What follows belongs to an exercise in optimizing a design on an open flow for small area and a short achievable clock period; a production flow would make more cautious choices.
RTL that was checked went through simulation tests only; none was proved equivalent to the original.

==> inputs of onyx <==
==> flow/design.v (excerpt) <==
module calc_core (
	input clk,
	input [12:0] op_a,       
	input [12:0] op_b,       
	input [3:0] operator,    
	output [6:0] hex0,       
	output [6:0] hex1,
	output [6:0] hex2,
	output [6:0] hex3,
	output [6:0] hex4,
	output [6:0] hex5,       
	output [6:0] hex6        
);
clock: 20.0 ns
lec_check: 0
abc_area: 1
cap_margin: 20
core_margin: 2
core_utilization: 75
slew_margin: 20
standard.sh (not shown) runs the stock make flow with config.mk's settings and CLKGATE_MAP_FILE= SYNTH_SCRIPT=/design/flow/synth_recipe.tcl, a recipe that flattens the netlist after the stock synthesis.
==> flow/flow/run.sh <==
#!/bin/bash
# Own layout flow: the standard ORFS flow (standard.sh), with synthesis
# mapping logic with flow/abc_area.script and without adder cells, and the
# extra make variables listed one per line in flow/make_args.txt.
set -euo pipefail
WORK=$(pwd)
rm -rf "$WORK/scripts_own"
cp -r "$FLOW_HOME/scripts" "$WORK/scripts_own"
cp "$WORK/flow/abc_area.script" "$WORK/scripts_own/abc_area.script"
ARGS=()
if [ -f "$WORK/flow/make_args.txt" ]; then
  while IFS= read -r line; do
    [ -n "$line" ] && ARGS+=("$line")
  done < "$WORK/flow/make_args.txt"
fi
bash standard.sh finish ABC_AREA=1 ADDER_MAP_FILE= SCRIPTS_DIR="$WORK/scripts_own" "${ARGS[@]}" > "$WORK/flow_make.log" 2>&1
==> flow/flow/abc_area.script <==
strash
dch
map -B 0.9
topo
stime -c
buffer -c
upsize -c
dnsize -c
==> flow/flow/make_args.txt <==
BUFFER_PORTS_ARGS=-buffer_cell sky130_fd_sc_hd__buf_2
==> inputs of sierra, as changes to onyx <==
==> flow/flow/make_args.txt (replaced) <==
BUFFER_PORTS_ARGS=-buffer_cell sky130_fd_sc_hd__buf_2
SETUP_SLACK_MARGIN=11
--- a/flow/config.mk
+++ b/flow/config.mk
@@ -9,4 +9,4 @@
 export CAP_MARGIN = 20
 export CORE_MARGIN = 2
-export CORE_UTILIZATION = 75
+export CORE_UTILIZATION = 60
 export SLEW_MARGIN = 20
==> inputs of cedar, as changes to onyx <==
==> flow/flow/make_args.txt (replaced) <==
BUFFER_PORTS_ARGS=-buffer_cell sky130_fd_sc_hd__buf_2
SETUP_SLACK_MARGIN=9.7
--- a/flow/config.mk
+++ b/flow/config.mk
@@ -9,4 +9,4 @@
 export CAP_MARGIN = 20
 export CORE_MARGIN = 2
-export CORE_UTILIZATION = 75
+export CORE_UTILIZATION = 45
 export SLEW_MARGIN = 20
==> comparison table <==
	cedar	sierra	onyx
Share of cell area taken by multi-input logic gates	72.4%	-	74.2%
Setup crit start kind	register	-	register
Data required time at the worst endpoint	16.00 ns	-	16.00 ns
Hold Crit Endpoint	u_calc.sign	-	u_calc.sign
Post-place instance area	0.0106 sq mm	0.0110 sq mm	0.0105 sq mm
Clock-cell share of area	0.557%	-	0.756%
Data buffer area share	10.2%	-	3.80%
Last weighted congestion value of the routability-driven placer	0.987	0.935	1.10
Dominant kind of cell	multi-input combinational cells	-	multi-input combinational cells
Final worst path period share	56.6%	-	54.4%
Final Routed Wirelength	35.4 mm	-	27.6 mm
CTS tree	done	-	done
Run status	timing/DRC/antenna clean	aborted with a tool error	timing/DRC/antenna clean
Stage where the flow stopped	-	global routing	-
Met1 layer wirelength in the final routing	14.1 mm	-	10.9 mm

* * *

==> yarrow <==
Another version of the RTL of calc_core (not shown whole).
// calc_core
module calc_core (
	input clk,
	input [12:0] op_a,       
	input [12:0] op_b,       
	input [3:0] operator,    
	output [6:0] hex0,       
	output [6:0] hex1,
	output [6:0] hex2,
	output [6:0] hex3,
	output [6:0] hex4,
	output [6:0] hex5,       
	output [6:0] hex6        
);
==> module resolve, before the edit <==
module resolve(
	input [3:0] s0,
	input [4:0] s1, s2, s3, s4,
	input [3:0] s5,
	output [23:0] digits
);
	wire [5:0] q1, q2, q3, q4;
	splitTen u_q1 (s1, q1);
	splitTen u_q2 (s2, q2);
	splitTen u_q3 (s3, q3);
	splitTen u_q4 (s4, q4);
	wire [3:0] w1 = q1[3:0];
	wire [3:0] w2 = q2[3:0] + q1[5:4];
	wire [3:0] w3 = q3[3:0] + q2[5:4];
	wire [3:0] w4 = q4[3:0] + q3[5:4];
	wire [3:0] w5 = s5 + q4[5:4];
	wire k3 = w2[3] & w2[1];
	wire k4 = w3[3] & (w3[1] | (w3[0] & k3));
	wire k5 = w4[3] & (w4[1] | (w4[0] & k4));
	wire [3:0] d2, d3, d4, d5;
	modTen u_d2 (w2, 1'b0, d2);
	modTen u_d3 (w3, k3, d3);
	modTen u_d4 (w4, k4, d4);
	modTen u_d5 (w5, k5, d5);
	assign digits = {d5, d4, d3, d2, w1, s0};
endmodule
==> module splitTen, before the edit <==
module splitTen(
	input [4:0] s,
	output [5:0] q
);
	assign q[0] = (s[0]);
	assign q[1] = (~s[4] & ~s[3] & s[1]) | (s[3] & s[2] & ~s[1]) | (s[4] & ~s[2] & ~s[1]);
	assign q[2] = (~s[4] & ~s[3] & s[2]) | (s[2] & s[1]) | (s[4] & ~s[2] & ~s[1]);
	assign q[3] = (s[3] & ~s[2] & ~s[1]) | (s[4] & s[1]);
	assign q[4] = (s[3] & s[1]) | (s[3] & s[2]) | (s[4] & ~s[2]);
	assign q[5] = (s[4] & s[2]);
endmodule
==> module modTen, before the edit <==
module modTen(
	input [3:0] w,
	input k,
	output [3:0] d
);
	assign d[0] = (~w[0] & k) | (w[0] & ~k);
	assign d[1] = (~w[3] & ~w[1] & w[0] & k) | (~w[3] & w[1] & ~w[0]) | (~w[3] & w[1] & ~k) | (w[3] & w[1] & w[0] & k);
	assign d[2] = (~w[3] & ~w[2] & w[1] & w[0] & k) | (w[2] & ~w[1]) | (w[2] & ~w[0]) | (w[2] & ~k);
	assign d[3] = (w[3] & ~w[1] & ~w[0]) | (w[3] & ~w[1] & ~k) | (w[2] & w[1] & w[0] & k);
endmodule
==> module seg7, before the edit <==
module seg7 (
	input [3:0] n,
	output [6:0] hex
);
	assign hex[6] = (n[2] & n[1] & n[0]) | (~n[3] & ~n[2] & ~n[1]);
	assign hex[5] = (n[1] & n[0]) | (~n[2] & n[1]) | (~n[3] & ~n[2] & n[0]);
	assign hex[4] = n[0] | (n[2] & ~n[1]);
	assign hex[3] = (~n[2] & ~n[1] & n[0]) | (n[2] & ~n[1] & ~n[0]) | (n[2] & n[1] & n[0]);
	assign hex[2] = ~n[2] & n[1] & ~n[0];
	assign hex[1] = n[2] & (n[1] ^ n[0]);
	assign hex[0] = ~(n[3] | n[1] | (~n[2] & ~n[0]) | (n[2] & n[0]));
endmodule
clock: 20.0 ns
lec_check: 0
abc_area: 1
cap_margin: 20
core_margin: 2
core_utilization: 60
slew_margin: 20
==> flow/flow/abc_area.script <==
strash
dc2
dch -f
map -B 0.9
topo
stime -c
buffer -c
upsize -c
dnsize -c
==> flow/flow/make_args.txt <==
BUFFER_PORTS_ARGS=-buffer_cell sky130_fd_sc_hd__buf_2
Scripts as last shown in full above: flow/flow/run.sh
==> inputs of violet, as changes to yarrow <==
--- a/flow/design.v
+++ b/flow/design.v
@@ -6,7 +6,23 @@
 );
-	wire [5:0] q1, q2, q3, q4;
-	splitTen u_q1 (s1, q1);
-	splitTen u_q2 (s2, q2);
-	splitTen u_q3 (s3, q3);
-	splitTen u_q4 (s4, q4);
+	function [4:0] split1;
+		input [4:0] s;
+		reg [4:0] u;
+		begin
+			u = (s >= 5'd10) ? s - 5'd10 : s;
+			split1 = {(s >= 5'd10), u[3:0]};
+		end
+	endfunction
+	function [5:0] split2;
+		input [4:0] s;
+		reg [4:0] u;
+		begin
+			u = (s >= 5'd20) ? s - 5'd20 : (s >= 5'd10) ? s - 5'd10 : s;
+			split2 = {(s >= 5'd20) ? 2'd2 : (s >= 5'd10) ? 2'd1 : 2'd0, u[3:0]};
+		end
+	endfunction
+	wire [5:0] q1 = {1'b0, split1(s1)};
+	wire [5:0] q2 = {1'b0, split1(s2)};
+	wire [5:0] q3 = {1'b0, split1(s3)};
+	wire [5:0] q4 = split2(s4);
+	wire [3:0] w0 = s0;
 	wire [3:0] w1 = q1[3:0];
@@ -16,32 +32,12 @@
 	wire [3:0] w5 = s5 + q4[5:4];
-	wire k3 = w2[3] & w2[1];
-	wire k4 = w3[3] & (w3[1] | (w3[0] & k3));
-	wire k5 = w4[3] & (w4[1] | (w4[0] & k4));
-	wire [3:0] d2, d3, d4, d5;
-	modTen u_d2 (w2, 1'b0, d2);
-	modTen u_d3 (w3, k3, d3);
-	modTen u_d4 (w4, k4, d4);
-	modTen u_d5 (w5, k5, d5);
-	assign digits = {d5, d4, d3, d2, w1, s0};
-endmodule
-module splitTen(
-	input [4:0] s,
-	output [5:0] q
-);
-	assign q[0] = (s[0]);
-	assign q[1] = (~s[4] & ~s[3] & s[1]) | (s[3] & s[2] & ~s[1]) | (s[4] & ~s[2] & ~s[1]);
-	assign q[2] = (~s[4] & ~s[3] & s[2]) | (s[2] & s[1]) | (s[4] & ~s[2] & ~s[1]);
-	assign q[3] = (s[3] & ~s[2] & ~s[1]) | (s[4] & s[1]);
-	assign q[4] = (s[3] & s[1]) | (s[3] & s[2]) | (s[4] & ~s[2]);
-	assign q[5] = (s[4] & s[2]);
-endmodule
-module modTen(
-	input [3:0] w,
-	input k,
-	output [3:0] d
-);
-	assign d[0] = (~w[0] & k) | (w[0] & ~k);
-	assign d[1] = (~w[3] & ~w[1] & w[0] & k) | (~w[3] & w[1] & ~w[0]) | (~w[3] & w[1] & ~k) | (w[3] & w[1] & w[0] & k);
-	assign d[2] = (~w[3] & ~w[2] & w[1] & w[0] & k) | (w[2] & ~w[1]) | (w[2] & ~w[0]) | (w[2] & ~k);
-	assign d[3] = (w[3] & ~w[1] & ~w[0]) | (w[3] & ~w[1] & ~k) | (w[2] & w[1] & w[0] & k);
+	wire k1 = (w1 >= 4'd10) ? 1'b1 : 1'b0;
+	wire k2 = (w2 >= 4'd10) | ((w2 == 4'd9) & k1);
+	wire k3 = (w3 >= 4'd10) | ((w3 == 4'd9) & k2);
+	wire k4 = (w4 >= 4'd10) | ((w4 == 4'd9) & k3);
+	function [3:0] dig;
+		input [3:0] w;
+		input k;
+		dig = (w + k >= 4'd10) ? w + k - 4'd10 : w + k;
+	endfunction
+	assign digits = {dig(w5, k4), dig(w4, k3), dig(w3, k2), dig(w2, k1), dig(w1, 1'b0), w0};
 endmodule
@@ -110,12 +106,15 @@
 module seg7 (
-	input [3:0] n,
+	input [3:0] number,
 	output [6:0] hex
 );
-	assign hex[6] = (n[2] & n[1] & n[0]) | (~n[3] & ~n[2] & ~n[1]);
-	assign hex[5] = (n[1] & n[0]) | (~n[2] & n[1]) | (~n[3] & ~n[2] & n[0]);
-	assign hex[4] = n[0] | (n[2] & ~n[1]);
-	assign hex[3] = (~n[2] & ~n[1] & n[0]) | (n[2] & ~n[1] & ~n[0]) | (n[2] & n[1] & n[0]);
-	assign hex[2] = ~n[2] & n[1] & ~n[0];
-	assign hex[1] = n[2] & (n[1] ^ n[0]);
-	assign hex[0] = ~(n[3] | n[1] | (~n[2] & ~n[0]) | (n[2] & n[0]));
+	assign hex = (number == 4'd0) ? 7'b1000000 :
+	             (number == 4'd1) ? 7'b1111001 :
+	             (number == 4'd2) ? 7'b0100100 :
+	             (number == 4'd3) ? 7'b0110000 :
+	             (number == 4'd4) ? 7'b0011001 :
+	             (number == 4'd5) ? 7'b0010010 :
+	             (number == 4'd6) ? 7'b0000010 :
+	             (number == 4'd7) ? 7'b1111000 :
+	             (number == 4'd8) ? 7'b0000000 :
+	             (number == 4'd9) ? 7'b0011000 : 7'b1111111;
 endmodule
==> flow/flow/abc_area.script (replaced) <==
strash
dch
map -B 0.9
topo
stime -c
buffer -c
upsize -c
dnsize -c
==> flow/flow/make_args.txt (replaced) <==
BUFFER_PORTS_ARGS=-buffer_cell sky130_fd_sc_hd__buf_2
SETUP_SLACK_MARGIN=10.5
TNS_END_PERCENT=10
SETUP_MOVE_SEQUENCE=sizeup,swap
==> qor summary <==
| item | violet | yarrow |
|---|---|---|
| Result of the run | complete, no violations | complete, no violations |
| Min-Delay Endpoint | u_calc.sign | u_calc.high0 |
| Syn Area/Cell | 5.085 sq um | 5.085 sq um |
| Number of instances on the worst hold path | 5 | 4 |
| Count of clock-net buffers in the final layout | 5 | 6 |
| Taps Inserted | 220 | 184 |
| Fraction of area in registers | 0.07958 | 0.09370 |
| Placer Congestion | 0.9695 | 1.032 |
| Mapped Area | 10050 sq um | 8995 sq um |
| Number of cells produced by synthesis | 1977 | 1769 |
| #MultiIn Comb | 1575 | 1410 |
| Final period util | 0.4550 | 0.4919 |
| Worst setup margin | 10.90 ns | 10.16 ns |
| Die Span X | 133.4 microns | 126.4 microns |
| M1 WL | 12070 microns | 10690 microns |
| Area share of xor/xnor cells in the synthesized design | 0.06472 | 0.07275 |
| Overall die area | 17810 sq um | 15990 sq um |
| Placed Cells | 2247 | 2006 |
| Total detailed-routing wirelength | 27600 microns | 23360 microns |
| Inverter count | 343 | 302 |
| Met1 GRT Util | 0.3779 | 0.3984 |
Only the layout flow was run in yarrow; the RTL was not checked for function there.

## static timing again, ports no longer ideal
The flow's constraints put no driver on any port. The routed layouts listed below were extracted and timed again, unchanged, in two steps. Step 1, drivers: a clkbuf_16 drives clk and a buf_2 each remaining input, both assumed. Step 2 adds t to the input delays and takes it off the output delays; t is the mean of the earliest and latest rising clock arrival at the registers after step 1. Input paths then give back, and output paths get back, about the clock's delay inside the block. a / b / c = no drivers / after step 1 / after step 2; a / b = the first two.
run	t (ns)	slack for setup (ns)	worst setup path at the end
onyx	0.304	9.110 / 9.070 / 9.348	input to register
cedar	0.300	8.682 / 8.641 / 8.941	register to output
yarrow	0.311	10.163 / 10.184 / 9.872	input to register
violet	0.313	10.901 / 10.916 / 10.603	input to register
After both steps every run listed still meets setup and hold. The setup slack of violet, which loses most, moves by +0.015 ns with the drivers and by -0.298 ns with both steps.
